This is an optimization exercise on Yosys and OpenROAD, whose aim is small area and a short achievable clock period, not a production implementation. Only simulation tests tie the RTL to the original design; equivalence was not proved. The flow treats the clock pin as an ideal source, which a real chip does not have. No activity file was given, so power comes from the tool's default toggle rates.

[flow/constraint.sdc]
create_clock -name core_clock -period 10.0 [get_ports {clk}]
set_input_delay 2.0000 -clock core_clock [delete_from_list [all_inputs] [get_ports {clk}]]
set_output_delay 2.0000 -clock core_clock [all_outputs]
set_load 0.01 [all_outputs]
[flow/standard.sh]
#!/bin/bash
# synth_recipe.tcl (not shown) runs the flow's synth.tcl, then flattens the netlist and writes it again
# the make line also repeats each setting of config.mk as NAME=value (left out here)
make -C /OpenROAD-flow-scripts/flow DESIGN_CONFIG=/design/flow/config.mk WORK_HOME=/design/flow/orfs CLKGATE_MAP_FILE= SYNTH_SCRIPT=/design/flow/synth_recipe.tcl "${@:-finish}"
[flow/flow/run.sh]
#!/bin/bash
set -euo pipefail
export SETUP_SLACK_MARGIN=7.2
export BUFFER_PORTS_ARGS="-buffer_cell sky130_fd_sc_hd__buf_4"
export POST_CTS_TCL="$PWD/flow/clock_root.tcl"
bash standard.sh > standard.log 2>&1
[flow/flow/clock_root.tcl]
# Hook run at the end of the CTS step (POST_CTS_TCL).
# 1. Clock tree synthesis puts one root buffer at the clock port, and that
#    buffer only drives the buffers of the tree's first level. Those buffers
#    are driven from the port directly instead.
# 2. Each first-level buffer drives about ten leaf buffers spread over half the
#    die; each is split in two (a copy of the same cell takes the half of the
#    leaves on one side, and each of the two sits at the centre of its leaves),
#    so the port drives four buffers. The tree stays balanced: every register's
#    clock still passes the same number of buffers of the same cell.
set block [ord::get_db_block]
set clk_net [$block findNet clk]

proc loads_of { net drv } {
  set loads {}
  foreach it [$net getITerms] {
    if { [$it getInst] != $drv } { lappend loads $it }
  }
  return $loads
}

proc centre { loads } {
  set sx 0
  set sy 0
  foreach it $loads {
    set b [[$it getInst] getBBox]
    set sx [expr { $sx + ([$b xMin] + [$b xMax]) / 2 }]
    set sy [expr { $sy + ([$b yMin] + [$b yMax]) / 2 }]
  }
  set n [llength $loads]
  return [list [expr { $sx / $n }] [expr { $sy / $n }]]
}

proc move_to { inst xy } {
  set b [$inst getBBox]
  set w [expr { [$b xMax] - [$b xMin] }]
  set h [expr { [$b yMax] - [$b yMin] }]
  $inst setLocation [expr { int([lindex $xy 0] - $w / 2) }] [expr { int([lindex $xy 1] - $h / 2) }]
  $inst setPlacementStatus PLACED
}

# 1. bypass the root buffer
set port_loads [$clk_net getITerms]
if { [llength $port_loads] == 1 } {
  set root [[lindex $port_loads 0] getInst]
  set master [[$root getMaster] getName]
  set out_net [[$root findITerm X] getNet]
  set loads [loads_of $out_net $root]
  puts "clock root $master [$root getName] drives [llength $loads] pins"
  if { [string match "sky130_fd_sc_hd__clkbuf_*" $master] && [llength $loads] <= 2 } {
    foreach it $loads {
      $it disconnect
      $it connect $clk_net
    }
    [$root findITerm A] disconnect
    [$root findITerm X] disconnect
    odb::dbInst_destroy $root
    odb::dbNet_destroy $out_net
    puts "clock root buffer removed; the port drives [llength $loads] buffers"

    # 2. split each first-level buffer in two
    set k 0
    foreach it [$clk_net getITerms] {
      set bi [$it getInst]
      set out [[$bi findITerm X] getNet]
      set leaves [loads_of $out $bi]
      set n [llength $leaves]
      if { $n < 4 } { continue }
      set pts {}
      set xs {}
      set ys {}
      foreach l $leaves {
        set b [[$l getInst] getBBox]
        set x [expr { ([$b xMin] + [$b xMax]) / 2 }]
        set y [expr { ([$b yMin] + [$b yMax]) / 2 }]
        lappend pts [list $l $x $y]
        lappend xs $x
        lappend ys $y
      }
      set xs [lsort -integer $xs]
      set ys [lsort -integer $ys]
      set axis [expr { ([lindex $xs end] - [lindex $xs 0]) >= ([lindex $ys end] - [lindex $ys 0]) ? 1 : 2 }]
      set sorted [lsort -integer -index $axis $pts]
      set half [expr { $n / 2 }]
      set keep {}
      set moved {}
      foreach p [lrange $sorted 0 [expr { $half - 1 }]] { lappend keep [lindex $p 0] }
      foreach p [lrange $sorted $half end] { lappend moved [lindex $p 0] }
      set newi [odb::dbInst_create $block [$bi getMaster] "clkbuf_split_$k"]
      set newn [odb::dbNet_create $block "clknet_split_$k"]
      $newn setSigType CLOCK
      [$newi findITerm A] connect $clk_net
      [$newi findITerm X] connect $newn
      foreach l $moved {
        $l disconnect
        $l connect $newn
      }
      move_to $newi [centre $moved]
      move_to $bi [centre $keep]
      puts "split [$bi getName]: [llength $keep] + [llength $moved] leaves"
      incr k
    }
    global_connect
    detailed_placement
    check_placement -verbose
  }
}
[flow/design.v]
module cpu_core(
	input clk, reset,
	output[15:0] mem_addr,
	output[15:0] mem_wdata,
	output mem_we,
	input[15:0] mem_rdata
	);
	localparam FETCH = 2'd0, DECODE = 2'd1, EX = 2'd2, WB = 2'd3;
	reg [1:0] ph;
	reg [15:0] instr, pc, addr_q, opa, opb, alu_q;
	reg we_q, rst_q, r15_q;
	reg [15:0] wdata_q;
	reg cout;
	reg [1:0] cg1, psr1;	 
	reg [2:0] cg2, psr2;	 
	wire fetch = ph == FETCH;
	wire dec = ph == DECODE;
	wire ex = ph == EX;
	wire wb = ph == WB;
	assign mem_addr = addr_q;	 
	assign mem_wdata = wdata_q;	 
	assign mem_we = we_q;
	wire [3:0] op = instr[15:12];
	wire [3:0] ox = instr[7:4];
	wire [3:0] rd = instr[11:8];
	wire [3:0] rs = instr[3:0];
	wire c_r = (op == 4'b0000) | (op == 4'b1000 & ox[2]);
	wire c_i = (op == 4'b0101) | (op == 4'b1001) | (op == 4'b1011) | (op == 4'b0001) |
	           (op == 4'b0010) | (op == 4'b0011) | (op == 4'b1101) | (op == 4'b1111) |
	           (op == 4'b1000 & ~ox[2]);
	wire c_l = (op == 4'b0100) & (ox == 4'b0000);
	wire c_s = (op == 4'b0100) & (ox == 4'b0100);
	wire c_j = (op == 4'b0100) & (ox != 4'b0000) & (ox != 4'b0100);
	wire c_b = (op == 4'b1100);
	wire known = c_r | c_i | c_l | c_s | c_j | c_b;
	wire c_ri = c_r | c_i;
	wire [3:0] f = c_r ? ox : op;		 
	wire f_or = f == 4'b0010, f_xor = f == 4'b0011;
	wire f_add = f == 4'b0101, f_sub = f == 4'b1001, f_cmp = f == 4'b1011;
	wire f_sll = c_r ? (ox == 4'b0100) : (op == 4'b1000);
	wire lui = ~c_r & (op == 4'b1111);
	wire f_mov = c_r ? (ox == 4'b1101) : (op == 4'b1101) | lui;
	wire d_sub = c_ri & (f_sub | f_cmp);
	wire nx_act = dec & known | ex;
	wire nx_wb = ex;
	reg is_add, is_sub, setznl, psr_en, rf_we, imm_ovf;
	reg s_l, s_j, s_sum, s_mov, s_or, s_xor, s_sll;
	always @(posedge clk) begin
		is_add <= nx_wb & (c_ri & f_add | c_b);
		is_sub <= nx_wb & d_sub;
		setznl <= nx_wb & c_ri & f_cmp;
		psr_en <= nx_wb & c_ri;
		imm_ovf <= c_i;
		rf_we <= wb & c_ri & ~f_cmp | ex & (c_l | c_j & (ox == 4'b1000));
		s_l <= c_l;
		s_j <= c_j;
		s_sum <= nx_act & c_b | nx_wb & c_ri & (f_add | f_sub | f_cmp);
		s_mov <= c_ri & f_mov;
		s_or <= c_ri & f_or;
		s_xor <= c_ri & f_xor;
		s_sll <= c_ri & f_sll;
	end
	reg [15:0] rf [0:15];
	wire [3:0] ra = dec ? rs : rd;
	reg [15:0] port;
	integer i;
	always @(*) begin
		port = 16'd0;
		for (i = 0; i < 16; i = i + 1)
			port = port | ({16{ra == i}} & rf[i]);
	end
	always @(posedge clk)
		rst_q <= ~reset;
	wire [15:0] rf_d = alu_q & {16{~rst_q}};
	always @(posedge clk)
		for (i = 0; i < 16; i = i + 1)
			if (rst_q | rf_we & (rd == i))
				rf[i] <= rf_d;
	wire [15:0] se_imm = {{8{instr[7]}}, instr[7:0]};
	wire [15:0] b_src = (c_ri & ~c_r) ? (lui ? {instr[7:0], 8'd0} : se_imm) :
	                    c_b ? se_imm : port;
	wire [15:0] a = opa;
	wire [15:0] b = opb;			 
	wire b15 = opb[15] ^ is_sub;
	wire [16:0] sum = {1'b0, a} + {1'b0, opb} + {16'd0, is_sub};
	wire c16 = sum[16];
	wire sign17 = a[15] ^ opb[15] ^ c16;	 
	wire eq = &(a ^ opb);			 
	wire [31:0] shl = {16'd0, a} << b[3:0];
	wire [15:0] sll = b[15] ? ((b[14:4] == 11'h7ff) ? shl[31:16] : 16'd0)
	                        : ((b[14:4] == 11'h000) ? shl[15:0] : 16'd0);
	wire [15:0] pc1 = pc + 16'd1;
	reg [15:0] other;
	always @(*) begin
		if (s_l) other = mem_rdata;
		else if (s_j) other = pc1;
		else if (s_mov) other = b;
		else if (s_or) other = a | b;
		else if (s_xor) other = a ^ b;
		else if (s_sll) other = sll;
		else other = a & b;
	end
	wire [15:0] res = s_sum ? sum[15:0] : other;
	wire ovf_e = imm_ovf & a[15] & b15 & ~r15_q;
	wire ovf_w = (~sum[15] & a[15] & b15) | (sum[15] & ~a[15] & ~b15);
	always @(posedge clk) begin
		if (dec)
			r15_q <= port[15];	 
		if (rst_q) begin
			cg1 <= 2'b0;
			cg2 <= 3'b0;
			cout <= 1'b0;
		end else begin
			if (is_add) begin
				cg1 <= {ovf_w, sign17};
				cout <= sign17;
			end
			if (is_sub) begin
				cg1 <= {ovf_w | sign17, ~c16};
				cout <= sign17;
			end
			if (setznl)
				cg2 <= {sign17, eq, ~c16};
		end
		if (rst_q) begin
			psr1 <= 2'b0;
			psr2 <= 3'b0;
		end else if (psr_en) begin
			psr1 <= is_add ? {ovf_e, cout} : is_sub ? {ovf_e | sign17, ~c16} : cg1;
			psr2 <= setznl ? {sign17, eq, ~c16} : cg2;
		end
	end
	wire carry = psr1[0], fl = psr1[1], low = psr2[0], zero = psr2[1], neg = psr2[2];
	reg cond;
	always @(*)
		case (rd)
			4'b0000: cond = zero;
			4'b0001: cond = ~zero;
			4'b0010: cond = carry;
			4'b0011: cond = ~carry;
			4'b0100: cond = low;
			4'b0101: cond = ~low;
			4'b0110: cond = neg;
			4'b0111: cond = ~neg;
			4'b1000: cond = fl;
			4'b1001: cond = ~fl;
			4'b1010: cond = ~low & ~zero;
			4'b1011: cond = low & zero;
			4'b1100: cond = ~neg & ~zero;
			4'b1101: cond = neg | zero;
			4'b1110: cond = 1'b1;
			default: cond = 1'b0;
		endcase
	wire [15:0] target = (c_j & cond) ? opb : (c_b & cond) ? alu_q : pc1;
	wire [15:0] pc_next = wb ? target : pc;
	always @(posedge clk) begin
		if (~reset) begin
			ph <= FETCH;
			pc <= 16'd0;
			addr_q <= 16'd0;
			we_q <= 1'b0;
		end else begin
			case (ph)
				FETCH: ph <= DECODE;
				DECODE: ph <= known ? EX : FETCH;
				EX: ph <= WB;
				default: ph <= FETCH;
			endcase
			pc <= pc_next;
			addr_q <= (dec & known) ? port : (ex & (c_l | c_s)) ? opb : pc_next;
			we_q <= ex & c_s;
		end
		if (fetch)
			instr <= mem_rdata;
		if (dec)
			opb <= b_src ^ {16{d_sub}};
		opa <= c_b ? pc : port;
		wdata_q <= port;		 
		alu_q <= res;
	end
endmodule
[flow/config.mk]
export PLATFORM = sky130hd
export DESIGN_NAME = cpu_core
export DESIGN_NICKNAME = cpu_core
export VERILOG_FILES = /design/flow/design.v
export SDC_FILE = /design/flow/constraint.sdc
export NUM_CORES = 4
export LEC_CHECK = 0
export ABC_AREA = 1
export CAP_MARGIN = 20
export CORE_MARGIN = 2
export CORE_UTILIZATION = 66
export CTS_CLUSTER_DIAMETER = 100
export CTS_CLUSTER_SIZE = 20
export SLEW_MARGIN = 20
==> results of run 1 <==
[cells in the mapped netlist, types with 10 or more instances]
library cell | count | share of area
sky130_fd_sc_hd__or2_2 | 10 | 0.0032
sky130_fd_sc_hd__edfxtp_1 | 289 | 0.44
sky130_fd_sc_hd__o21ai_0 | 95 | 0.024
sky130_fd_sc_hd__a21oi_1 | 111 | 0.028
sky130_fd_sc_hd__nor3_1 | 19 | 0.0048
sky130_fd_sc_hd__ha_1 | 34 | 0.021
sky130_fd_sc_hd__nor2_1 | 193 | 0.037
sky130_fd_sc_hd__inv_2 | 16 | 0.0030
sky130_fd_sc_hd__nand2_1 | 834 | 0.16
sky130_fd_sc_hd__inv_1 | 199 | 0.038
sky130_fd_sc_hd__nand4_1 | 18 | 0.0057
sky130_fd_sc_hd__clkbuf_1 | 58 | 0.011
sky130_fd_sc_hd__o21ai_1 | 11 | 0.0028
sky130_fd_sc_hd__xor2_1 | 20 | 0.0088
sky130_fd_sc_hd__nand3_1 | 264 | 0.067
sky130_fd_sc_hd__buf_2 | 13 | 0.0033
sky130_fd_sc_hd__dfxtp_1 | 108 | 0.11
sky130_fd_sc_hd__buf_6 | 15 | 0.0085
[power groups by stage]
stage / Combinational, W / Clock (W) / Sequential (W)
after floorplan: 0.000813 / 0 / 0.00223
after global placement: 0.00126 / 0 / 0.00230
after detailed placement: 0.00129 / 0 / 0.00232
after global routing: 0.00161 / 0.00102 / 0.00231
final: 0.00153 / 0.000981 / 0.00230
[metrics by stage]
| stage | power [W] | setup WS (ns) | hold slack [ns] | util |
|---|---|---|---|---|
| 3_3_place_gp | 0.003567 | 6.652 | 0.4587 | 0.6893 |
| 5_1_grt | 0.004939 | 7.045 | 0.5279 | 0.7424 |
| 6_report | 0.004810 | 7.114 | 0.5083 | 0.7425 |
| 2_1_floorplan | 0.003041 | 7.305 | 0.4475 | - |
| 3_5_place_dp | 0.003605 | 6.553 | 0.4916 | 0.6895 |
[sequential cells by signal (all words and copies together) (netlist names), 2 cells and up]
name,cells
rf,256
addr_q,16
alu_q,16
instr,16
opa,16
opb,16
pc,16
wdata_q,16
cg2,3
psr2,3
cg1,2
ph,2
psr1,2
[cells by family (layout without fill, tap and decap cells)]
family,count (synthesis),count (layout),synth area share
AND/OR/NAND/NOR,1372,1377,0.2898
flip-flops,397,397,0.5468
buffers and inverters,309,382,0.06539
AO/OA/AOI/OAI,240,240,0.06482
adder cells (fa/ha/maj),36,36,0.02348
XOR/XNOR,22,22,0.009720
other,0,1,0
[metal layers]
layer | vias up | share of wire | track usage
met3 | 433 | 0.17 | 0.1063
met4 | 0 | 0.065 | 0.2210
met2 | 1873 | 0.42 | 0.6662
li1 | 7916 | - | -
met1 | 8530 | 0.35 | 0.6268
met5 | - | 0 | 0
[critical path: cells and delay by family (launching register included)]
kind            cells  cell delay (ns)
simple gates        9             1.62
buf+inv             2             0.25
flops               1             0.51
compound gates      2             0.36
[final cells by class, clock buffers not listed]
type,count,area (um2),share of cell area
diodes,1,2.502,0.0001137
plain buffers,2,50.05,0.002274
clock inverters,2,21.27,0.0009666
inverters,218,873.3,0.03969
multi-input cells,1675,7995,0.3633
flip-flops and latches,397,10890,0.4947
well taps,390,488.0,0.02217
repair buffers,119,1057,0.04804
repair inverters,3,21.27,0.0009666
[placed cells by master, fill, tap and decap left out, types with 3 or more instances in the layout]
cell                         synthesis  routed
sky130_fd_sc_hd__nand2_2             9       8
sky130_fd_sc_hd__o21ai_1            11       5
sky130_fd_sc_hd__buf_6              15      35
sky130_fd_sc_hd__dfxtp_1           108      75
sky130_fd_sc_hd__inv_1             199     194
sky130_fd_sc_hd__xor2_1             20      19
sky130_fd_sc_hd__a21oi_1           111     109
sky130_fd_sc_hd__clkbuf_16           0      24
sky130_fd_sc_hd__a31oi_1             3       3
sky130_fd_sc_hd__ha_2                0       3
sky130_fd_sc_hd__dfxtp_2             0      31
sky130_fd_sc_hd__nand2_1           834     831
sky130_fd_sc_hd__nand4_2             6       5
sky130_fd_sc_hd__nand4_1            18      18
sky130_fd_sc_hd__o21ai_2             1      12
sky130_fd_sc_hd__nand2_8             0       3
sky130_fd_sc_hd__clkbuf_1           58      16
sky130_fd_sc_hd__buf_4               2      81
sky130_fd_sc_hd__nor2_4              6      10
sky130_fd_sc_hd__nand3_1           264     263
sky130_fd_sc_hd__o211ai_1            7       7
sky130_fd_sc_hd__edfxtp_1          289     289
sky130_fd_sc_hd__or2_2              10      10
sky130_fd_sc_hd__ha_1               34      30
sky130_fd_sc_hd__nor2_2              2       8
sky130_fd_sc_hd__inv_4               0      11
sky130_fd_sc_hd__clkinvlp_4          0       5
sky130_fd_sc_hd__o21ai_0            95      87
sky130_fd_sc_hd__nand3_2             3       4
sky130_fd_sc_hd__o21ai_4             3       6
sky130_fd_sc_hd__inv_2              16       5
sky130_fd_sc_hd__nor3_1             19      19
sky130_fd_sc_hd__nor2_1            193     186
sky130_fd_sc_hd__clkinv_1            3       4
[worst paths after layout]
path | startpoint | endpoint | slack (ns) | depth (start not counted)
setup / recovery | instr[8]$_DFFE_PP_ | addr_q[2]$_SDFF_PN0_ | 7.11 | 13
hold / removal | cout$_SDFFE_PP0P_ | cout$_SDFFE_PP0P_ | 0.51 | 2
setup reg to reg | instr[8]$_DFFE_PP_ | addr_q[2]$_SDFF_PN0_ | 7.11 | 13
hold reg to reg | cout$_SDFFE_PP0P_ | cout$_SDFFE_PP0P_ | 0.51 | 2
==> notes.md, run 1 <==
Critical path:
- The slowest library cell on the worst path is sky130_fd_sc_hd__edfxtp_1.
- Of all nets on the critical path, the largest fanout is 8.
- The critical path goes through nor2_1 > nand2_1 > o21ai_0 > nand2_1 > nand3_4 > buf_12 > nand3_1 > nand2_1 > inv_1 > nand2_1 > nand3_1 > nand2_1 > a21oi_1.
- The largest stage delay on the critical path is just over 0.5 ns.
- The worst setup path is of the reg2reg kind.
- The cell that appears most often on the critical path is sky130_fd_sc_hd__nand2_1.
- STA classifies the critical path startpoint as a register.
- STA classifies the critical path endpoint as a register.
- The required arrival time at the worst endpoint is 10.20 ns.
- At the worst endpoint, the arrival time is between 3 and 4 ns.

Finish:
- The proportion of layout cells with a drive suffix above 1 is 0.1157.
- The design area is 22,010 um2.
- Counting the fill cells in the layout gives 2,079.
- The count of cells in the finished layout, fillers not included, comes to 2,845.
- The number of nets in the finished design is ~2,500.
- The area growth from synthesis to layout is 11.01%.

Timing:
- The fraction of the cycle the final worst path needs is 0.2886.
- The count of final setup violators is 0.
- Adding up every negative setup slack in the final design gives 0 ns.
- Headroom to the max-slew limit came out at 0.1776.
- Derived from the worst setup path, the maximum achievable clock frequency is 346.5 MHz.
- The slew at the pin with the worst max-slew slack is 1.229 ns.
- The clock arrives with 0.02476 ns of skew.
- The final critical-path required period is 2.886 ns.
- Setup repair after global routing could not meet its margin everywhere.
- The max-slew violation count is 0.
- The hold violation total from the final report is 0.

Global route:
- The maximum number of pins on one net before global-route repair is 36.
- The first global-routing pass estimated 103,300 um of wire.
- The initial antenna violation count is 0.
- The number of global-route vias before repair is 17,225.
- Summed over all layers, the global routing overflow is 0.
- For this run, the total global-route usage over all layers was measured as 0.4497.

Power:
- The static power due to leakage is 9.712 nW.
- The share of total power dissipated in combinational logic is 0.317.
- For this design the ratio of total power to cell area is approximately 220 nW/um2.
- The worst IR drop on VDD is approximately 0.0002 V.
- The portion of total power attributed to sequential cells is 0.479.
- The net switching fraction of the power is 0.3722.
- The share of total power dissipated in the clock network is 0.204.
- The cell-internal power is 0.003019 W.
- For this design the total switching power over the nets is about 0.0018 W.

Logic synthesis:
- The number of synthesized flops with an enable pin is 289.
- The synthesized net count is 2,430.
- Counting distinct cell types in the post-synthesis netlist gives 43.
- Of all flip-flops after synthesis, the portion carrying an async set or reset was 0.
- After technology mapping, the gate count stands at roughly 2,400.
- The Yosys step of the flow raised 2 warnings.
- The most used flip-flop cell after synthesis is sky130_fd_sc_hd__edfxtp_1.
- The post-synthesis average cell area is 8.343 um2.
- Of the synthesized area, sequential elements account for 0.5468.
- The post-synth design cell area is 19,820 um2.
- After synthesis the netlist holds a flip-flop and latch count of 397.

Die:
- The die is 177.3 um tall.
- The initial utilization of the core area, before any placement, comes to 0.6689.
- The core outline area is roughly 30,000 um2.
- The top-level port count is 51.
- The count of standard-cell rows is 63.
- Measured along the x axis, the die boundary spans 177.3 um.
- The floorplan step defined a die boundary enclosing 31,440 um2.

Worst hold path:
- The worst min-delay path class is reg2reg.

Drt:
- For this block, the routed nets add up to 73,080 um of wire.
- The number of optimization iterations in the first detailed-route pass is 8.
- The detail route stage leaves a number of antenna-violating nets equal to 0.
- The number of remaining DRC errors is 0.
- After detailed routing, the average wire length per cell comes to about 26 um.
- Dividing the detail-routed via count by the number of cells gives around 6.6.
- The detailed-route via count is 18,752.
- The initial DRC count is 4,100.

Clocking:
- The clock-pin slew reported for the worst setup and hold paths after clock tree synthesis is 0.09 ns.
- TritonCTS built the clock tree.
- Clock latency on the worst-skew pair, taken at its later pin, is 0.34 ns.
- CTS saw 397 sinks.

Placed design:
- The placed cell count is 2,747.
- The final weighted congestion of routability-driven global placement is 1.008.
- The placed instances occupy a cell area of 20,440 um2.
- The number of buffer cells added on primary ports is 50.
- After legalization and detailed placement, the total HPWL measured 47,560 um.

Run status:
- The flow ran to the end and the layout has no timing, DRC or antenna violations.

Flow run:
- Across the run, the number of max-cap violations was 0.
==> run 2: changes to the inputs <==
==> flow/flow/run.sh (replaced) <==
#!/bin/bash
set -euo pipefail
export SETUP_SLACK_MARGIN=7.25
export BUFFER_PORTS_ARGS="-buffer_cell sky130_fd_sc_hd__buf_4"
export POST_CTS_TCL="$PWD/flow/clock_root.tcl"
bash standard.sh > standard.log 2>&1
--- a/flow/config.mk
+++ b/flow/config.mk
@@ -8,7 +8,7 @@
 export ABC_AREA = 1
 export CAP_MARGIN = 20
 export CORE_MARGIN = 2
-export CORE_UTILIZATION = 66
+export CORE_UTILIZATION = 55
 export CTS_CLUSTER_DIAMETER = 100
 export CTS_CLUSTER_SIZE = 20
 export SLEW_MARGIN = 20
==> notes.md, run 2 <==
Placed design:
- The final weighted congestion of routability-driven global placement is 0.9587 (was 1.008).
- The HPWL after detailed placement is 47,340 um (was 47,560 um).
- The pre-CTS setup slack is 6.356 ns (was 6.553 ns).
- The number of buffer cells added on primary ports came to 50 (unchanged).
- The placed cell count came to 2,821 (was 2,747).

Die:
- The top-level port count came to 51 (unchanged).
- The die extent in y is 193.9 um (was 177.3 um).
- The die span in x was 193.9 um (was 177.3 um).
- The starting density of the core is 0.5573 (was 0.6689).
- The area of the die is 37,580 um2 (was 31,440 um2).
- The core outline area is 35,570 um2 (was 29,640 um2).
- The count of standard-cell rows is 69 (was 63).

Clocking:
- The CTS tree is yes (unchanged).
- The latest clock arrival within the worst-skew pair came to 0.35 ns (was 0.34 ns).
- The clock net sink count is 397 (unchanged).
- The clock-pin slew reported for the worst setup and hold paths after clock tree synthesis was 0.09 ns (about the same).

Critical path:
- The sort of element at the end of the critical path is a primary output (was register).
- The maximum net fanout on the critical path is 1 (was 8).
- The nature of the critical path startpoint is a register (unchanged).
- The largest stage delay on the critical path was 0.37 ns (was 0.51 ns).
- The slowest library cell on the worst path is sky130_fd_sc_hd__dfxtp_4 (was sky130_fd_sc_hd__edfxtp_1).
- The top cell family by delay on the critical path was flip-flops (was simple AND/OR/NAND/NOR gates).
- Chain of cells forming the critical path: buf_6 (was nor2_1 > nand2_1 > o21ai_0 > nand2_1 > nand3_4 > buf_12 > nand3_1 > nand2_1 > inv_1 > nand2_1 > nand3_1 > nand2_1 > a21oi_1).
- The required arrival time at the worst endpoint was 8.00 ns (was 10.20 ns).
- The data arrival time of the critical path was 0.83 ns (was 3.09 ns).
- The critical path class was reg2out (was reg2reg).
- The buffers plus inverters on the worst setup path came to 1 (was 2).

Finish:
- The register with the most flip-flops is rf (unchanged).
- The post-route non-filler standard cell count is 2,926 (was 2,845).
- The number of diodes is 0 (was 1).
- The number of nets in the finished design is 2,503 (was 2,492).
- The number of flip-flops in the largest register was 256 (unchanged).
- The footprint of the flip-flops and latches is 10,890 um2 (about the same).
- The most common cell after layout, fill and taps aside is sky130_fd_sc_hd__nand2_1 (unchanged).
- The proportion of layout cells with a drive suffix above 1 is 0.1274 (was 0.1157).
- Commonest non-fill, non-tap cells in the layout: sky130_fd_sc_hd__nand2_1, sky130_fd_sc_hd__edfxtp_1, sky130_fd_sc_hd__nand3_1, sky130_fd_sc_hd__inv_1, sky130_fd_sc_hd__nor2_1 (unchanged).
- The final standard cell utilization of the core was 0.6255 (was 0.7425).
- The post-synthesis to final-layout area growth is 12.23% (was 11.01%).
- The number of fillers in the final layout is 3,070 (was 2,079).
- The area of combinational cells with multiple inputs is 8024 um2 (was 7995 um2).

Timing:
- The maximum clock frequency is 352.7 MHz (was 346.5 MHz).
- The maximum clock skew at final layout is 0.03095 ns (was 0.02476 ns).
- The count of final setup violators is 0 (unchanged).
- The minimum hold slack is 0.4896 ns (was 0.5083 ns).
- The slew at the pin with the worst max-slew slack is 1.069 ns (was 1.229 ns).
- The tightest slew margin relative to the limit is 0.2847 (was 0.1776).
- The setup slack after layout came to 7.165 ns (was 7.114 ns).
- RSZ-0062 raised after global routing: true (unchanged).
- The fraction of the cycle the final worst path needs is 0.2835 (was 0.2886).
- The max-slew violation count is 0 (unchanged).
- The hold violation total from the final report is 0 (unchanged).
- The final critical-path required period came to 2.835 ns (was 2.886 ns).
- The final setup TNS came to 0 ns (unchanged).

Power:
- The power density normalized to cell area is 215.9 nW/um2 (was 218.6 nW/um2).
- The worst IR drop on VDD is 0.0001912 V (was 0.0001997 V).
- The static power due to leakage is 9.793 nW (was 9.712 nW).

Logic synthesis:
- The cell with the most instances after synthesis is sky130_fd_sc_hd__nand2_1 (unchanged).
- The post-synthesis instance total came to 2,376 (unchanged).
- Top cells by area in the synthesized netlist: sky130_fd_sc_hd__edfxtp_1, sky130_fd_sc_hd__nand2_1, sky130_fd_sc_hd__dfxtp_1, sky130_fd_sc_hd__nand3_1, sky130_fd_sc_hd__inv_1 (unchanged).
- The share of synthesized flip-flops with an asynchronous set or reset was 0 (unchanged).
- The top cell type by total area after synthesis was sky130_fd_sc_hd__edfxtp_1 (unchanged).
- Leading cell types by count after synthesis: sky130_fd_sc_hd__nand2_1, sky130_fd_sc_hd__edfxtp_1, sky130_fd_sc_hd__nand3_1 (unchanged).
- The number of unique standard cell types used by synthesis was 43 (unchanged).
- The number of synthesis warnings came to 2 (unchanged).
- The synthesized net count is 2,430 (unchanged).
- The top-area cell type share of the netlist area is 0.4378 (unchanged).
- The number of synthesized register bits is 397 (unchanged).
- The post-synth design cell area is 19,820 um2 (unchanged).
- The flip-flop cell with the highest count after synthesis is sky130_fd_sc_hd__edfxtp_1 (unchanged).
- The post-synthesis average cell area is 8.343 um2 (unchanged).
- The sequential share of the synthesized area is 0.5468 (unchanged).
- The number of synthesized flops with an enable pin is 289 (unchanged).

Global route:
- The number of global-route vias before repair is 15,852 (was 17,225).
- The global-route wire length before repair was 101,800 um (was 103,300 um).
- The initial antenna violation count is 0 (unchanged).
- The maximum number of pins on one net before global-route repair is 36 (unchanged).
- The global route total overflow is 0 (unchanged).
- The overall track demand over capacity in global routing is 0.3641 (was 0.4497).

Drt:
- The number of optimization iterations in the first detailed-route pass came to 6 (was 8).
- The number of remaining DRC errors is 0 (unchanged).
- The mean routed wirelength per cell came to 23.88 um (was 25.69 um).
- The initial DRC count is 2,533 (was 4,100).
- The detailed-route via count is 17,599 (was 18,752).
- The total detailed-routing wirelength is 69,870 um (was 73,080 um).
- The number of nets still failing antenna checks after routing is 0 (unchanged).
- The average vias per placed instance is 6.015 (was 6.591).

Worst hold path:
- The worst min-delay path class is reg2reg (unchanged).

Run status:
- Run status: no timing/DRC/antenna violations (unchanged).

Flow run:
- The max-capacitance violation count is 0 (unchanged).
-- run 2: logic make-up (layout without fill, tap and decap cells) --
group           Yosys count  in the layout  synth area share
fa+ha+maj                36             36           0.02348
compound gates          240            240           0.06482
simple gates           1372           1375            0.2898
xor+xnor                 22             22          0.009720
flops                   397            397            0.5468
buf+inv                 309            395           0.06539
-- run 2: worst reg2reg max path, stage by stage, from the launching register on --
cell and delay [ns]:
sky130_fd_sc_hd__dfxtp_1 0.34, sky130_fd_sc_hd__inv_2 0.11, sky130_fd_sc_hd__nand2_8 0.13, sky130_fd_sc_hd__inv_12 0.13
sky130_fd_sc_hd__nand2_1 0.07, sky130_fd_sc_hd__nand2_2 0.11, sky130_fd_sc_hd__nor2_1 0.06, sky130_fd_sc_hd__buf_6 0.18
sky130_fd_sc_hd__nand2_2 0.17, sky130_fd_sc_hd__clkinv_2 0.23, sky130_fd_sc_hd__nand2_1 0.12, sky130_fd_sc_hd__nand2_1 0.06
sky130_fd_sc_hd__nor2_1 0.20, sky130_fd_sc_hd__nand4_2 0.21, sky130_fd_sc_hd__nand2_1 0.20, sky130_fd_sc_hd__nand2_1 0.10
sky130_fd_sc_hd__nand3_1 0.07, sky130_fd_sc_hd__nand2_1 0.06
-- run 2: final timing paths --
path / slack (ns) / to / from / depth (start not counted)
hold / removal: 0.49 / cg1[1]$_SDFFE_PP0P_ / cg1[1]$_SDFFE_PP0P_ / 2
setup / recovery: 7.17 / mem_addr[5] / addr_q[5]$_SDFF_PN0_ / 1
hold reg to reg: 0.49 / cg1[1]$_SDFFE_PP0P_ / cg1[1]$_SDFFE_PP0P_ / 2
setup reg to reg: 7.22 / opb[11]$_DFFE_PN_ / ph[1]$_SDFF_PN0_ / 17
-- run 2: area by class of cell, clock buffers not listed --
cell class              count  area share
plain buffers               2    0.002250
clock inverters             1   0.0007874
inverters                 218     0.04010
multi-input cells        1673      0.3607
flip-flops and latches    397      0.4895
well taps                 461     0.02593
repair buffers            132     0.05185
repair inverters            3   0.0008436
-- run 2: stage by stage --
| step | cell area [um2] | total power, W |
|---|---|---|
| after floorplan | 19820 | 0.003041 |
| final | 22250 | 0.004803 |
| after global placement | 20530 | 0.003592 |
| after global routing | 22250 | 0.004975 |
| after detailed placement | 20560 | 0.003607 |
-- run 2: report_power, final --
part	internal [W]	switching, W
Combinational	0.000473	0.00105
Sequential	0.00210	0.000189
Clock	0.000478	0.000513
Total	0.00305	0.00176
-- run 2: metal layers --
metal,vias up,part of all wire,track usage,wire length [um]
li1,7957,-,-,-
met1,8301,0.42,0.5568,29070
met2,1180,0.42,0.5299,29610
met3,161,0.12,0.04627,8396
met4,0,0.040,0.1383,2798
met5,-,0,0,0
==> run 3: changes to the inputs <==
--- a/flow/config.mk
+++ b/flow/config.mk
@@ -8,7 +8,7 @@
 export ABC_AREA = 1
 export CAP_MARGIN = 20
 export CORE_MARGIN = 2
-export CORE_UTILIZATION = 55
+export CORE_UTILIZATION = 50
 export CTS_CLUSTER_DIAMETER = 100
 export CTS_CLUSTER_SIZE = 20
 export SLEW_MARGIN = 20
==> notes.md, run 3 <==
Run status:
- Run status: no timing/DRC/antenna violations (unchanged).

Global route:
- The global route total overflow is 0 (unchanged).
- The number of global-route vias before repair is 15,909 (was 15,852).
- The global-route wire length before repair is 103,500 um (was 101,800 um).
- The initial antenna violation count is 0 (unchanged).
- The maximum number of pins on one net before global-route repair is 33 (was 36).
- The overall track demand over capacity in global routing is 0.3442 (was 0.3641).

Finish:
- The number of nets in the finished design came to 2,511 (was 2,503).
- The post-route non-filler standard cell count came to 2,992 (was 2,926).
- Commonest non-fill, non-tap cells in the layout: sky130_fd_sc_hd__nand2_1, sky130_fd_sc_hd__edfxtp_1, sky130_fd_sc_hd__nand3_1, sky130_fd_sc_hd__inv_1, sky130_fd_sc_hd__nor2_1 (unchanged).
- The number of flip-flops in the largest register was 256 (unchanged).
- The register with the most flip-flops was rf (unchanged).
- The post-synthesis to final-layout area growth came to 13.82% (was 12.23%).
- The final standard cell utilization of the core was 0.5798 (was 0.6255).
- The most common cell after layout, fill and taps aside is sky130_fd_sc_hd__nand2_1 (unchanged).
- The proportion of layout cells with a drive suffix above 1 was 0.1386 (was 0.1274).
- The number of diodes came to 0 (unchanged).

Placed design:
- The final weighted congestion of routability-driven global placement is 0.9961 (was 0.9587).
- The placed cell count is 2,879 (was 2,821).
- The number of buffer cells added on primary ports is 50 (unchanged).
- The HPWL after detailed placement came to 48,840 um (was 47,340 um).

Logic synthesis:
- The number of synthesized flops with an enable pin is 289 (unchanged).
- The post-synth design cell area is 19,820 um2 (unchanged).
- The multiplexer area fraction after synthesis is 0 (unchanged).
- The sequential share of the synthesized area is 0.5468 (unchanged).
- The number of synthesized register bits was 397 (unchanged).
- The share of synthesized flip-flops with an asynchronous set or reset is 0 (unchanged).
- The post-synthesis instance total is 2,376 (unchanged).
- The number of unique standard cell types used by synthesis is 43 (unchanged).
- The synthesized net count was 2,430 (unchanged).
- The cell with the most instances after synthesis is sky130_fd_sc_hd__nand2_1 (unchanged).
- The number of synthesis warnings was 2 (unchanged).
- The largest family of logic cells by synthesized area is simple AND/OR/NAND/NOR gates (unchanged).
- The top cell type by total area after synthesis was sky130_fd_sc_hd__edfxtp_1 (unchanged).
- Leading cell types by count after synthesis: sky130_fd_sc_hd__nand2_1, sky130_fd_sc_hd__edfxtp_1, sky130_fd_sc_hd__nand3_1 (unchanged).
- The adder-cell area share of the yosys netlist is 0.02348 (unchanged).
- The post-synthesis share of cell area spent on xor and xnor gates came to 0.009720 (unchanged).
- The flip-flop cell with the highest count after synthesis was sky130_fd_sc_hd__edfxtp_1 (unchanged).
- The post-synthesis average cell area was 8.343 um2 (unchanged).
- The simple-gate share of the synthesized area is 0.2898 (unchanged).
- Top cells by area in the synthesized netlist: sky130_fd_sc_hd__edfxtp_1, sky130_fd_sc_hd__nand2_1, sky130_fd_sc_hd__dfxtp_1, sky130_fd_sc_hd__nand3_1, sky130_fd_sc_hd__inv_1 (unchanged).
- The post-synthesis compound-gate area fraction is 0.06482 (unchanged).
- The top-area cell type share of the netlist area is 0.4378 (unchanged).

Power:
- The power density normalized to cell area is 214.5 nW/um2 (was 215.9 nW/um2).
- The worst IR drop on VDD is 0.0001751 V (was 0.0001912 V).
- The static power due to leakage is 9.888 nW (was 9.793 nW).

Drt:
- The met1 layer wirelength in the final routing is 31,150 um (was 29,070 um).
- The sum of met2 wire segment lengths after detailed routing is 30,960 um (was 29,610 um).
- The average vias per placed instance is 5.838 (was 6.015).
- The sum of met3 wire segment lengths after detailed routing is 7593 um (was 8396 um).
- The number of remaining DRC errors is 0 (unchanged).
- The number of optimization iterations in the first detailed-route pass is 6 (unchanged).
- The detailed-route via count came to 17,467 (was 17,599).
- The number of nets still failing antenna checks after routing is 0 (unchanged).
- The mean routed wirelength per cell is 24.12 um (was 23.88 um).
- The total detailed-routing wirelength is 72,170 um (was 69,870 um).
- The initial DRC count is 2,205 (was 2,533).
- The top layer used by detailed routing is met4 (unchanged).

Clocking:
- The CTS tree was yes (unchanged).
- The latest clock arrival within the worst-skew pair is 0.37 ns (was 0.35 ns).
- The clock net sink count came to 397 (unchanged).
- The clock-pin slew reported for the worst setup and hold paths after clock tree synthesis is 0.09 ns (about the same).

Critical path:
- Chain of cells forming the critical path: buf_6 (unchanged).
- The sort of element at the end of the critical path was a primary output (unchanged).
- The terminus of the critical flop-to-flop path is addr_q[6]$_SDFF_PN0_ (was opb[11]$_DFFE_PN_).
- The critical path class was reg2out (unchanged).
- The top cell family by delay on the critical path is flip-flops (unchanged).
- The worst reg2reg path startpoint is ph[1]$_SDFF_PN0_ (unchanged).
- The worst setup path startpoint is addr_q[0]$_SDFF_PN0_ (was addr_q[5]$_SDFF_PN0_).
- The required arrival time at the worst endpoint is 8.00 ns (about the same).
- The buffers plus inverters on the worst setup path is 1 (unchanged).
- The largest stage delay on the critical path is 0.34 ns (was 0.37 ns).
- The end of the critical path is mem_addr[0] (was mem_addr[5]).
- The number of cells on the worst reg-to-reg path is 15 (was 17).
- The maximum net fanout on the critical path is 1 (unchanged).
- The register-to-register path setup slack is 7.28 ns (was 7.22 ns).
- The data arrival time of the critical path was 0.82 ns (was 0.83 ns).
- The number of gates on the worst path with buffers counted is 1 (unchanged).
- The slowest library cell on the worst path is sky130_fd_sc_hd__dfxtp_2 (was sky130_fd_sc_hd__dfxtp_4).
- The nature of the critical path startpoint is a register (unchanged).

Timing:
- RSZ-0062 raised after global routing: true (unchanged).
- The hold violation total from the final report is 0 (unchanged).
- The final critical-path required period is 2.821 ns (was 2.835 ns).
- The tightest slew margin relative to the limit came to 0.2457 (was 0.2847).
- The maximum clock frequency came to 354.5 MHz (was 352.7 MHz).
- The final setup TNS came to 0 ns (unchanged).
- The maximum clock skew at final layout is 0.05326 ns (was 0.03095 ns).
- The slew at the pin with the worst max-slew slack was 1.129 ns (was 1.069 ns).
- The max-slew violation count is 0 (unchanged).
- The count of final setup violators was 0 (unchanged).
- The fraction of the cycle the final worst path needs was 0.2821 (was 0.2835).

Die:
- The area of the die is 41,260 um2 (was 37,580 um2).
- The die extent in y is 203.1 um (was 193.9 um).
- The count of standard-cell rows was 72 (was 69).
- The core outline area is 38,920 um2 (was 35,570 um2).
- The top-level port count is 51 (unchanged).
- The starting density of the core is 0.5094 (was 0.5573).
- The die span in x is 203.1 um (was 193.9 um).

Flow run:
- The max-capacitance violation count is 0 (unchanged).

Worst hold path:
- The worst min-delay path class was reg2reg (unchanged).
==> run 3: cell count changes in the layout (fill, tap and decap cells not counted), moves of 4 or more <==
cell,previous run,this run
sky130_fd_sc_hd__inv_4,7,2
sky130_fd_sc_hd__buf_12,0,4
sky130_fd_sc_hd__nor2_1,186,175
sky130_fd_sc_hd__nand2_1,823,816
sky130_fd_sc_hd__nand2_4,2,7
sky130_fd_sc_hd__nor2_2,5,14
sky130_fd_sc_hd__buf_4,94,98
==> run 3: power breakdown <==
group | internal, W | switching [W]
sequential | 0.00210 | 0.000183
combinational | 0.000495 | 0.00107
clock | 0.000480 | 0.000518
==> run 3: layer usage <==
metal	vias to the layer above	global-route usage
met5	-	0
met2	1018	0.5062
met3	137	0.04960
met1	8343	0.5204
li1	7969	-
met4	0	0.1173
==> run 3: how the worst min path moves through the flow <==
stage	startpoint	end	cells past startpoint	slack (ns)
6_report	cg1[1]$_SDFFE_PP0P_	cg1[1]$_SDFFE_PP0P_	2	0.50
5_1_grt	cg1[0]$_SDFFE_PP0P_	psr1[0]$_SDFFE_PP0P_	2	0.52
3_3_place_gp	ph[0]$_SDFF_PN0_	ph[0]$_SDFF_PN0_	1	0.46
2_1_floorplan	ph[0]$_SDFF_PN0_	ph[0]$_SDFF_PN0_	1	0.45
3_5_place_dp	ph[0]$_SDFF_PN0_	ph[0]$_SDFF_PN0_	1	0.48
==> run 3: cell type report, clock buffers not listed <==
class | count | area, um2
timing repair buffer | 141 | 1246
tap | 518 | 648.1
buffer | 2 | 50.05
timing repair inverter | 2 | 11.26
clock inverter | 2 | 26.28
inverter | 218 | 943.4
sequential | 397 | 10890
multi-input combinational | 1673 | 8125
fill | 3580 | 16350
==> run 3: per-stage QoR <==
stage / hold WS [ns] / instance area [um2] / total power (W) / worst slack [ns]
finish: 0.4996 / 22560 / 0.004840 / 7.179
detailed placement: 0.4816 / 20620 / 0.003610 / 6.286
global placement: 0.4614 / 20620 / 0.003605 / 6.434
global route: 0.5229 / 22560 / 0.005030 / 7.172
floorplan: 0.4475 / 19820 / 0.003041 / 7.305
==> run 3: kinds of logic (layout without fill, tap and decap cells) <==
kind of cell / Yosys count / in the layout
xor+xnor: 22 / 22
flops: 397 / 397
compound gates: 240 / 240
buf+inv: 309 / 404
fa+ha+maj: 36 / 36
simple gates: 1372 / 1375
==> run 4: changes to the inputs <==
--- a/flow/config.mk
+++ b/flow/config.mk
@@ -8,7 +8,7 @@
 export ABC_AREA = 1
 export CAP_MARGIN = 20
 export CORE_MARGIN = 2
-export CORE_UTILIZATION = 50
+export CORE_UTILIZATION = 60
 export CTS_CLUSTER_DIAMETER = 100
 export CTS_CLUSTER_SIZE = 20
 export SLEW_MARGIN = 20
==> notes.md, run 4 <==
Run status:
- Run status: no timing/DRC/antenna violations (unchanged).

Critical path:
- The nature of the critical path startpoint is a register (unchanged).
- The required arrival time at the worst endpoint was 8.00 ns (about the same).
- The slowest library cell on the worst path is sky130_fd_sc_hd__dfxtp_2 (unchanged).
- The data arrival time of the critical path came to 0.82 ns (about the same).
- Chain of cells forming the critical path: buf_6 (unchanged).
- The largest stage delay on the critical path is 0.37 ns (was 0.34 ns).
- The critical path class is reg2out (unchanged).
- The sort of element at the end of the critical path is a primary output (unchanged).
- The buffers plus inverters on the worst setup path is 1 (unchanged).
- The top cell family by delay on the critical path was flip-flops (unchanged).
- The maximum net fanout on the critical path is 1 (unchanged).

Timing:
- The fraction of the cycle the final worst path needs is 0.2819 (was 0.2821).
- The hold violation total from the final report was 0 (unchanged).
- The max-slew violation count is 0 (unchanged).
- The maximum clock frequency is 354.8 MHz (was 354.5 MHz).
- The final critical-path required period is 2.819 ns (was 2.821 ns).
- The final setup TNS is 0 ns (unchanged).
- The slew at the pin with the worst max-slew slack is 1.119 ns (was 1.129 ns).
- The count of final setup violators is 0 (unchanged).
- The tightest slew margin relative to the limit is 0.2520 (was 0.2457).
- RSZ-0062 raised after global routing: true (unchanged).
- The maximum clock skew at final layout is 0.02575 ns (was 0.05326 ns).

Power:
- The static power due to leakage is 9.759 nW (was 9.888 nW).
- The power density normalized to cell area is 215.0 nW/um2 (was 214.5 nW/um2).
- The cell-internal power came to 0.003041 W (was 0.003071 W).
- The portion of total power attributed to sequential cells is 0.479 (was 0.471).
- The power spent charging and discharging nets came to 0.001736 W (was 0.001768 W).
- The net switching fraction of the power is 0.3634 (was 0.3654).
- The part of the total power dissipated in the clock network was 0.203 (was 0.206).
- The worst IR drop on VDD is 0.0001925 V (was 0.0001751 V).
- The combinational share of power is 0.318 (was 0.323).

Clocking:
- The clock net sink count is 397 (unchanged).
- The clock-pin slew reported for the worst setup and hold paths after clock tree synthesis is 0.08 ns (was 0.09 ns).
- The CTS tree is yes (unchanged).
- The latest clock arrival within the worst-skew pair is 0.34 ns (was 0.37 ns).

Finish:
- The post-synthesis to final-layout area growth was 12.06% (was 13.82%).
- The most common cell after layout, fill and taps aside is sky130_fd_sc_hd__nand2_1 (unchanged).
- The design area is 22,220 um2 (was 22,560 um2).
- The number of nets in the finished design is 2,493 (was 2,511).
- Commonest non-fill, non-tap cells in the layout: sky130_fd_sc_hd__nand2_1, sky130_fd_sc_hd__edfxtp_1, sky130_fd_sc_hd__nand3_1, sky130_fd_sc_hd__inv_1, sky130_fd_sc_hd__nor2_1 (unchanged).
- The number of diodes is 0 (unchanged).
- The register with the most flip-flops is rf (unchanged).
- The final standard cell utilization of the core is 0.6828 (was 0.5798).
- The proportion of layout cells with a drive suffix above 1 is 0.1251 (was 0.1386).
- The number of flip-flops in the largest register was 256 (unchanged).

Logic synthesis:
- The simple-gate share of the synthesized area is 0.2898 (unchanged).
- The number of synthesis warnings is 2 (unchanged).
- The cell with the most instances after synthesis is sky130_fd_sc_hd__nand2_1 (unchanged).
- The number of synthesized flops with an enable pin is 289 (unchanged).
- The largest family of logic cells by synthesized area is simple AND/OR/NAND/NOR gates (unchanged).
- The share of synthesized flip-flops with an asynchronous set or reset is 0 (unchanged).
- The post-synth design cell area is 19,820 um2 (unchanged).
- The top cell type by total area after synthesis is sky130_fd_sc_hd__edfxtp_1 (unchanged).
- The post-synthesis instance total is 2,376 (unchanged).
- The sequential share of the synthesized area was 0.5468 (unchanged).
- The top-area cell type share of the netlist area was 0.4378 (unchanged).
- The post-synthesis share of cell area spent on xor and xnor gates is 0.009720 (unchanged).
- Leading cell types by count after synthesis: sky130_fd_sc_hd__nand2_1, sky130_fd_sc_hd__edfxtp_1, sky130_fd_sc_hd__nand3_1 (unchanged).
- The number of synthesized register bits came to 397 (unchanged).
- The flip-flop cell with the highest count after synthesis is sky130_fd_sc_hd__edfxtp_1 (unchanged).
- The adder-cell area share of the yosys netlist came to 0.02348 (unchanged).
- Top cells by area in the synthesized netlist: sky130_fd_sc_hd__edfxtp_1, sky130_fd_sc_hd__nand2_1, sky130_fd_sc_hd__dfxtp_1, sky130_fd_sc_hd__nand3_1, sky130_fd_sc_hd__inv_1 (unchanged).
- The number of unique standard cell types used by synthesis is 43 (unchanged).
- The multiplexer area fraction after synthesis is 0 (unchanged).
- The synthesized net count is 2,430 (unchanged).
- The post-synthesis average cell area was 8.343 um2 (unchanged).
- The post-synthesis compound-gate area fraction was 0.06482 (unchanged).

Global route:
- The overall track demand over capacity in global routing is 0.3924 (was 0.3442).
- The initial antenna violation count is 0 (unchanged).
- The maximum number of pins on one net before global-route repair came to 36 (was 33).
- The global route total overflow is 0 (unchanged).
- The number of global-route vias before repair was 16,010 (was 15,909).
- The global-route wire length before repair is 98,090 um (was 103,500 um).

Drt:
- The initial DRC count is 2,846 (was 2,205).
- The mean routed wirelength per cell came to 23.47 um (was 24.12 um).
- The average vias per placed instance is 6.083 (was 5.838).
- The number of nets still failing antenna checks after routing is 0 (unchanged).
- The number of optimization iterations in the first detailed-route pass is 9 (was 6).
- The number of remaining DRC errors is 0 (unchanged).
- The total detailed-routing wirelength is 68,010 um (was 72,170 um).
- The detailed-route via count was 17,623 (was 17,467).

Die:
- The core outline area is 32,540 um2 (was 38,920 um2).
- The starting density of the core is 0.6093 (was 0.5094).
- The die span in x was 185.8 um (was 203.1 um).
- The top-level port count is 51 (unchanged).
- The count of standard-cell rows was 66 (was 72).
- The area of the die was 34,510 um2 (was 41,260 um2).
- The die extent in y is 185.8 um (was 203.1 um).

Worst hold path:
- The worst min-delay path class is reg2reg (unchanged).

Flow run:
- The max-capacitance violation count is 0 (unchanged).

Placed design:
- The total placed instance area was 20,490 um2 (was 20,620 um2).
- The HPWL after detailed placement is 45,490 um (was 48,840 um).
- The number of buffer cells added on primary ports is 50 (unchanged).
- The final weighted congestion of routability-driven global placement was 1.006 (was 0.9961).
## run 4: kinds of logic after synthesis
| logic type | count (synthesis) |
|---|---|
| XOR/XNOR | 22 |
| AO/OA/AOI/OAI | 240 |
| buffers and inverters | 309 |
| adder cells (fa/ha/maj) | 36 |
| AND/OR/NAND/NOR | 1372 |
| flip-flops | 397 |
## run 4: tightest hold or removal path: stages (launching register included)
cell	delay [ns]
sky130_fd_sc_hd__dfxtp_1	0.31
sky130_fd_sc_hd__nand2_1	0.07
sky130_fd_sc_hd__a21oi_1	0.06
## run 4: final cells by class, clock buffers not listed
cell class	count	area, um2
well taps	442	553.0
plain buffers	2	50.05
repair inverters	3	17.52
flip-flops and latches	397	10890
repair buffers	123	1099
multi-input cells	1672	8065
inverters	218	917.1
fillers	2680	10320
## run 4: layer usage
layer  wire, um  up-vias  track usage  share of wire
li1           -     7931            -              -
met1      26820     8133       0.5782           0.39
met2      28620     1354       0.5682           0.42
met3       9515      205      0.07787           0.14
met4       3051        0       0.1631          0.045
met5          0        -            0              0
## run 4: power groups by stage
stage	Sequential, W	Clock (W)	Combinational (W)
floorplan	0.00223	0	0.000813
detailed placement	0.00231	0	0.00127
finish	0.00229	0.000969	0.00152
global route	0.00230	0.00102	0.00163
global placement	0.00230	0	0.00126
## run 4: final timing paths
path / from / to / slack, ns / cells past startpoint
setup reg to reg: opb[0]$_DFFE_PN_ / cg1[1]$_SDFFE_PP0P_ / 7.27 / 17
hold / removal: cg1[1]$_SDFFE_PP0P_ / cg1[1]$_SDFFE_PP0P_ / 0.49 / 2
setup / recovery: addr_q[12]$_SDFF_PN0_ / mem_addr[12] / 7.18 / 1
hold reg to reg: cg1[1]$_SDFFE_PP0P_ / cg1[1]$_SDFFE_PP0P_ / 0.49 / 2
## run 4: stage by stage
stage | cells | setup WS [ns] | hold slack [ns] | power (W)
3_3_place_gp | 2798 | 6.510 | 0.4664 | 0.003557
2_1_floorplan | 2376 | 7.305 | 0.4475 | 0.003041
6_report | 2897 | 7.181 | 0.4852 | 0.004777
5_1_grt | 2897 | 7.175 | 0.5017 | 0.004952
3_5_place_dp | 2798 | 6.375 | 0.4784 | 0.003575
==> run 5: changes to the inputs <==
--- a/flow/design.v
+++ b/flow/design.v
@@ -9,7 +9,6 @@
 	reg [1:0] ph;
 	reg [15:0] instr, pc, addr_q, opa, opb, alu_q;
 	reg we_q, rst_q, r15_q;
-	reg [15:0] wdata_q;
 	reg cout;
 	reg [1:0] cg1, psr1;	 
 	reg [2:0] cg2, psr2;	 
@@ -18,7 +17,7 @@
 	wire ex = ph == EX;
 	wire wb = ph == WB;
 	assign mem_addr = addr_q;	 
-	assign mem_wdata = wdata_q;	 
+	assign mem_wdata = opa;		 
 	assign mem_we = we_q;
 	wire [3:0] op = instr[15:12];
 	wire [3:0] ox = instr[7:4];
@@ -175,7 +174,6 @@
 		if (dec)
 			opb <= b_src ^ {16{d_sub}};
 		opa <= c_b ? pc : port;
-		wdata_q <= port;		 
 		alu_q <= res;
 	end
 endmodule
==> notes.md, run 5 <==
Drt:
- The average vias per placed instance was 6.081 (was 6.083).
- The number of optimization iterations in the first detailed-route pass is 8 (was 9).
- The total detailed-routing wirelength is 64,870 um (was 68,010 um).
- The detailed-route via count came to 17,282 (was 17,623).
- The initial DRC count is 2,673 (was 2,846).
- The number of remaining DRC errors is 0 (unchanged).
- The number of nets still failing antenna checks after routing is 0 (unchanged).
- The mean routed wirelength per cell came to 22.82 um (was 23.47 um).

Critical path:
- The end of the critical path is mem_wdata[15] (was mem_addr[12]).
- The sort of element at the end of the critical path is a primary output (unchanged).
- The slowest library cell on the worst path is sky130_fd_sc_hd__dfxtp_4 (was sky130_fd_sc_hd__dfxtp_2).
- The number of cells on the worst reg-to-reg path is 16 (was 17).
- The nature of the critical path startpoint is a register (unchanged).
- The terminus of the critical flop-to-flop path is alu_q[10]$_DFF_P_ (was cg1[1]$_SDFFE_PP0P_).
- The required arrival time at the worst endpoint is 8.00 ns (about the same).
- The register-to-register path setup slack is 7.31 ns (was 7.27 ns).
- The critical path class is reg2out (unchanged).
- The number of gates on the worst path with buffers counted is 1 (unchanged).
- The top cell family by delay on the critical path is flip-flops (unchanged).
- Chain of cells forming the critical path: buf_6 (unchanged).
- The worst setup path startpoint is opa[15]$_DFF_P_ (was addr_q[12]$_SDFF_PN0_).
- The worst reg2reg path startpoint is opb[0]$_DFFE_PN_ (unchanged).
- The largest stage delay on the critical path is 0.41 ns (was 0.37 ns).
- The buffers plus inverters on the worst setup path is 1 (unchanged).
- The data arrival time of the critical path came to 0.87 ns (was 0.82 ns).
- The maximum net fanout on the critical path is 2 (was 1).

Run status:
- Run status: no timing/DRC/antenna violations (unchanged).

Timing:
- The final critical-path required period came to 2.872 ns (was 2.819 ns).
- The count of final setup violators came to 0 (unchanged).
- The maximum clock frequency is 348.3 MHz (was 354.8 MHz).
- The maximum clock skew at final layout is 0.03851 ns (was 0.02575 ns).
- RSZ-0062 raised after global routing: true (unchanged).
- The max-slew violation count came to 0 (unchanged).
- The final setup TNS is 0 ns (unchanged).
- The tightest slew margin relative to the limit is 0.2082 (was 0.2520).
- The fraction of the cycle the final worst path needs is 0.2872 (was 0.2819).
- The slew at the pin with the worst max-slew slack came to 1.185 ns (was 1.119 ns).
- The hold violation total from the final report is 0 (unchanged).

Finish:
- The most common cell after layout, fill and taps aside is sky130_fd_sc_hd__nand2_1 (unchanged).
- The proportion of layout cells with a drive suffix above 1 came to 0.1115 (was 0.1251).
- The number of flip-flops in the largest register is 256 (unchanged).
- The number of diodes is 0 (unchanged).
- The number of nets in the finished design is 2,477 (was 2,493).
- The post-synthesis to final-layout area growth was 11.06% (was 12.06%).
- The number of fillers in the final layout is 2,597 (was 2,680).
- Commonest non-fill, non-tap cells in the layout: sky130_fd_sc_hd__nand2_1, sky130_fd_sc_hd__edfxtp_1, sky130_fd_sc_hd__inv_1, sky130_fd_sc_hd__nand3_1, sky130_fd_sc_hd__nor2_1 (was sky130_fd_sc_hd__nand2_1, sky130_fd_sc_hd__edfxtp_1, sky130_fd_sc_hd__nand3_1, sky130_fd_sc_hd__inv_1, sky130_fd_sc_hd__nor2_1).
- The register with the most flip-flops is rf (unchanged).

Logic synthesis:
- The flip-flop cell with the highest count after synthesis is sky130_fd_sc_hd__edfxtp_1 (unchanged).
- The number of synthesized flops with an enable pin is 289 (unchanged).
- The sequential share of the synthesized area is 0.5435 (was 0.5468).
- The number of unique standard cell types used by synthesis was 38 (was 43).
- The cell with the most instances after synthesis was sky130_fd_sc_hd__nand2_1 (unchanged).
- The post-synthesis instance total is 2,369 (was 2,376).
- The top-area cell type share of the netlist area is 0.4483 (was 0.4378).
- The synthesized net count is 2,423 (was 2,430).
- The top cell type by total area after synthesis is sky130_fd_sc_hd__edfxtp_1 (unchanged).
- Leading cell types by count after synthesis: sky130_fd_sc_hd__nand2_1, sky130_fd_sc_hd__edfxtp_1, sky130_fd_sc_hd__inv_1 (was sky130_fd_sc_hd__nand2_1, sky130_fd_sc_hd__edfxtp_1, sky130_fd_sc_hd__nand3_1).
- Top cells by area in the synthesized netlist: sky130_fd_sc_hd__edfxtp_1, sky130_fd_sc_hd__nand2_1, sky130_fd_sc_hd__dfxtp_1, sky130_fd_sc_hd__nand3_1, sky130_fd_sc_hd__inv_1 (unchanged).
- The number of synthesis warnings was 2 (unchanged).
- The number of synthesized register bits is 381 (was 397).
- The post-synthesis average cell area is 8.171 um2 (was 8.343 um2).
- The post-synth design cell area is 19,360 um2 (was 19,820 um2).
- The share of synthesized flip-flops with an asynchronous set or reset is 0 (unchanged).

Global route:
- The overall track demand over capacity in global routing is 0.3828 (was 0.3924).
- The global route total overflow is 0 (unchanged).
- The global-route wire length before repair is 94,850 um (was 98,090 um).
- The maximum number of pins on one net before global-route repair is 35 (was 36).
- The number of global-route vias before repair is 15,596 (was 16,010).
- The initial antenna violation count is 0 (unchanged).

Die:
- The die extent in y is 183.6 um (was 185.8 um).
- The die span in x is 183.6 um (was 185.8 um).
- The top-level port count came to 51 (unchanged).
- The core outline area is 31,640 um2 (was 32,540 um2).
- The area of the die is 33,710 um2 (was 34,510 um2).
- The starting density of the core is 0.6119 (was 0.6093).
- The count of standard-cell rows is 65 (was 66).

Worst hold path:
- The instance count along the most critical hold path came to 2 (unchanged).
- The worst min-delay path class is reg2reg (unchanged).
- The startpoint of the tightest hold check path is cg1[1]$_SDFFE_PP0P_ (unchanged).

Power:
- The part of the total power dissipated in the clock network is 0.210 (was 0.203).
- The portion of total power attributed to sequential cells is 0.472 (was 0.479).
- The power density normalized to cell area is 213.4 nW/um2 (was 215.0 nW/um2).
- The worst IR drop on VDD was 0.0002108 V (was 0.0001925 V).
- The static power due to leakage was 9.533 nW (was 9.759 nW).
- The combinational share of power is 0.318 (about the same).
- The net switching fraction of the power is 0.3585 (was 0.3634).
- The final total power is 0.004589 W (was 0.004777 W).
- The cell-internal power came to 0.002944 W (was 0.003041 W).
- The power spent charging and discharging nets is 0.001645 W (was 0.001736 W).

Clocking:
- The latest clock arrival within the worst-skew pair is 0.35 ns (was 0.34 ns).
- The clock-pin slew reported for the worst setup and hold paths after clock tree synthesis is 0.09 ns (was 0.08 ns).
- The clock net sink count is 381 (was 397).
- The CTS tree is yes (unchanged).

Placed design:
- The number of buffer cells added on primary ports is 50 (unchanged).
- The final weighted congestion of routability-driven global placement is 0.9913 (was 1.006).
- The HPWL after detailed placement is 42,700 um (was 45,490 um).

Flow run:
- The max-capacitance violation count is 0 (unchanged).
[run 5: power by group through the flow]
stage | Sequential [W] | Clock [W] | Combinational [W]
final | 0.00217 | 0.000963 | 0.00146
after global routing | 0.00218 | 0.00102 | 0.00157
after detailed placement | 0.00222 | 0 | 0.00118
after global placement | 0.00222 | 0 | 0.00116
after floorplan | 0.00213 | 0 | 0.000784
[run 5: metrics by stage]
step           hold slack (ns)  instance area [um2]  cells  worst slack, ns    util
6_report                0.4792                21500   2842            7.129  0.6795
3_3_place_gp            0.4611                19890   2743            6.194  0.6288
3_5_place_dp            0.4739                19900   2744            6.153  0.6291
5_1_grt                 0.5246                21500   2842            7.106  0.6795
2_1_floorplan           0.4431                19360   2369            7.321       -
[run 5: worst min path at each step]
stage | to | slack (ns)
after floorplan | cg2[1]$_SDFF_PP0_ | 0.44
after global placement | ph[0]$_SDFF_PN0_ | 0.46
after detailed placement | cg1[1]$_SDFFE_PP0P_ | 0.47
after global routing | ph[0]$_SDFF_PN0_ | 0.52
final | cg1[1]$_SDFFE_PP0P_ | 0.48
[run 5: cells by family (layout without fill, tap and decap cells)]
group	after synthesis	count (layout)	synth area share
adders and majority gates	36	36	0.02405
DFF	381	381	0.5435
AOI/OAI and AO/OA	232	232	0.06418
buffers and inverters	316	386	0.06923
and+or+nand+nor	1381	1382	0.2887
xor gates and xnor gates	23	23	0.01041
[run 5: tightest hold or removal path, cell delays in order, from the launching register on]
cell                      delay, ns
sky130_fd_sc_hd__dfxtp_1       0.30
sky130_fd_sc_hd__nand2_1       0.07
sky130_fd_sc_hd__a21oi_1       0.06
[run 5: area by class of cell, clock buffers not listed]
type	instances	area, um2	area share
plain buffers	2	50.05	0.002328
clock inverters	3	30.03	0.001397
inverters	222	875.8	0.04074
multi-input cells	1673	7731	0.3596
flip-flops and latches	381	10600	0.4932
well taps	402	503.0	0.02340
repair buffers	119	1081	0.05029
repair inverters	2	12.51	0.0005820
[run 5: metal layers]
layer | vias up | global-route usage | part of all wire
li1 | 7823 | - | -
met3 | 188 | 0.09231 | 0.14
met2 | 1217 | 0.5588 | 0.43
met1 | 8054 | 0.5573 | 0.39
met4 | 0 | 0.1405 | 0.040
met5 | - | 0 | 0
==> run 6: changes to the inputs <==
==> flow/flow/run.sh (replaced) <==
#!/bin/bash
set -euo pipefail
export SETUP_SLACK_MARGIN=7.15
export BUFFER_PORTS_ARGS="-buffer_cell sky130_fd_sc_hd__buf_4"
export POST_CTS_TCL="$PWD/flow/clock_root.tcl"
bash standard.sh > standard.log 2>&1
==> notes.md, run 6 <==
Run status:
- Run status: no timing/DRC/antenna violations (unchanged).

Finish:
- The proportion of layout cells with a drive suffix above 1 is 0.09843 (was 0.1115).
- The number of nets in the finished design was 2,465 (was 2,477).
- Commonest non-fill, non-tap cells in the layout: sky130_fd_sc_hd__nand2_1, sky130_fd_sc_hd__edfxtp_1, sky130_fd_sc_hd__inv_1, sky130_fd_sc_hd__nor2_1, sky130_fd_sc_hd__nand3_1 (was sky130_fd_sc_hd__nand2_1, sky130_fd_sc_hd__edfxtp_1, sky130_fd_sc_hd__inv_1, sky130_fd_sc_hd__nand3_1, sky130_fd_sc_hd__nor2_1).
- The number of flip-flops in the largest register is 256 (unchanged).

Timing:
- The minimum hold slack is 0.4789 ns (was 0.4792 ns).
- The slew at the pin with the worst max-slew slack is 1.194 ns (was 1.185 ns).
- RSZ-0062 raised after global routing: true (unchanged).
- The final critical-path required period is 2.878 ns (was 2.872 ns).
- The fraction of the cycle the final worst path needs was 0.2878 (was 0.2872).
- The max-slew violation count is 0 (unchanged).
- The count of final setup violators is 0 (unchanged).
- The final setup TNS is 0 ns (unchanged).

Clocking:
- The clock-pin slew reported for the worst setup and hold paths after clock tree synthesis is 0.09 ns (about the same).
- The clock net sink count is 381 (unchanged).

Critical path:
- Chain of cells forming the critical path: buf_6 (unchanged).
- The top cell family by delay on the critical path is flip-flops (unchanged).
- The largest stage delay on the critical path was 0.41 ns (about the same).
- The critical path class is reg2out (unchanged).
- The buffers plus inverters on the worst setup path is 1 (unchanged).
- The sort of element at the end of the critical path is a primary output (unchanged).
- The required arrival time at the worst endpoint is 8.00 ns (about the same).

Logic synthesis:
- The number of synthesized register bits is 381 (unchanged).
- The synthesized net count is 2,423 (unchanged).
- The post-synthesis average cell area is 8.171 um2 (unchanged).
- The simple-gate share of the synthesized area came to 0.2887 (unchanged).
- Leading cell types by count after synthesis: sky130_fd_sc_hd__nand2_1, sky130_fd_sc_hd__edfxtp_1, sky130_fd_sc_hd__inv_1 (unchanged).
- The post-synthesis share of cell area spent on xor and xnor gates is 0.01041 (unchanged).
- The number of synthesis warnings came to 2 (unchanged).
- The share of synthesized flip-flops with an asynchronous set or reset was 0 (unchanged).
- The post-synthesis instance total was 2,369 (unchanged).
- The number of unique standard cell types used by synthesis was 38 (unchanged).
- The adder-cell area share of the yosys netlist is 0.02404 (unchanged).
- The largest family of logic cells by synthesized area is simple AND/OR/NAND/NOR gates (unchanged).

Global route:
- The maximum number of pins on one net before global-route repair is 35 (unchanged).
- The initial antenna violation count is 0 (unchanged).

Die:
- The area of the die came to 33,710 um2 (unchanged).
- The die span in x is 183.6 um (unchanged).
- The core outline area is 31,640 um2 (unchanged).
- The die extent in y is 183.6 um (unchanged).

Worst hold path:
- The instance count along the most critical hold path came to 2 (unchanged).
- The startpoint of the tightest hold check path is cg1[1]$_SDFFE_PP0P_ (unchanged).

Drt:
- The average vias per placed instance came to 6.058 (was 6.081).
- The number of optimization iterations in the first detailed-route pass is 6 (was 8).

Placed design:
- The HPWL after detailed placement is 42,700 um (unchanged).
- The number of buffer cells added on primary ports is 50 (unchanged).

Flow run:
- The max-capacitance violation count is 0 (unchanged).

Power:
- The static power due to leakage came to 9.450 nW (was 9.533 nW).
- The power density normalized to cell area is 213.7 nW/um2 (was 213.4 nW/um2).
[run 6: layout make-up, clock buffers not listed]
| class | count | area, um2 | share of cell area |
|---|---|---|---|
| repair buffers | 108 | 949.7 | 0.04461 |
| inverters | 222 | 858.3 | 0.04032 |
| multi-input cells | 1672 | 7679 | 0.3607 |
| plain buffers | 2 | 50.05 | 0.002351 |
| clock inverters | 3 | 30.03 | 0.001411 |
| well taps | 402 | 503.0 | 0.02363 |
| repair inverters | 2 | 12.51 | 0.0005878 |
| flip-flops and latches | 381 | 10600 | 0.4977 |
[run 6: where the power goes]
part / switching (W) / leakage, nW / internal (W)
registers: 0.000148 / 3.71 / 0.00202
logic: 0.000984 / 5.41 / 0.000440
clock network: 0.000499 / 0.330 / 0.000463
[run 6: worst max-delay path by stage]
stage / end / cells past startpoint
after floorplan: cg1[1]$_SDFFE_PP0P_ / 17
after global placement: psr2[2]$_SDFFE_PP0P_ / 14
after detailed placement: psr2[2]$_SDFFE_PP0P_ / 14
after global routing: mem_wdata[12] / 1
final: mem_wdata[8] / 1
[run 6: kinds of logic (layout without fill, tap and decap cells)]
logic type | after synthesis | in the layout
compound gates | 232 | 232
xor+xnor | 23 | 23
fa+ha+maj | 36 | 36
buf+inv | 316 | 375
flops | 381 | 381
simple gates | 1381 | 1381
[run 6: metal layers]
metal  track usage  vias up  routed length, um
met2        0.5611     1167              27190
li1              -     7785                  -
met4        0.1354        0               2626
met5             0        -                  0
met1        0.5592     8003              26220
met3       0.09152      189               8486
[run 6: per-stage QoR]
stage / utilization / cell area (um2) / setup slack, ns
after floorplan: - / 19360 / 7.321
after global placement: 0.6288 / 19890 / 6.194
after detailed placement: 0.6291 / 19900 / 6.153
after global routing: 0.6729 / 21290 / 7.106
final: 0.6729 / 21290 / 7.122
[run 6: tightest hold or removal path, stage by stage (launching register included)]
cell and delay (ns):
sky130_fd_sc_hd__dfxtp_1 0.30, sky130_fd_sc_hd__nand2_1 0.07, sky130_fd_sc_hd__a21oi_1 0.06

Check on run 6: ideal ports give 7.122 ns setup slack; a clkbuf_16 on the clock port and buf_2 on the inputs give 7.014 ns; moving port delays by the midpoint clock arrival (0.437 ns) as well gives 6.902 ns.
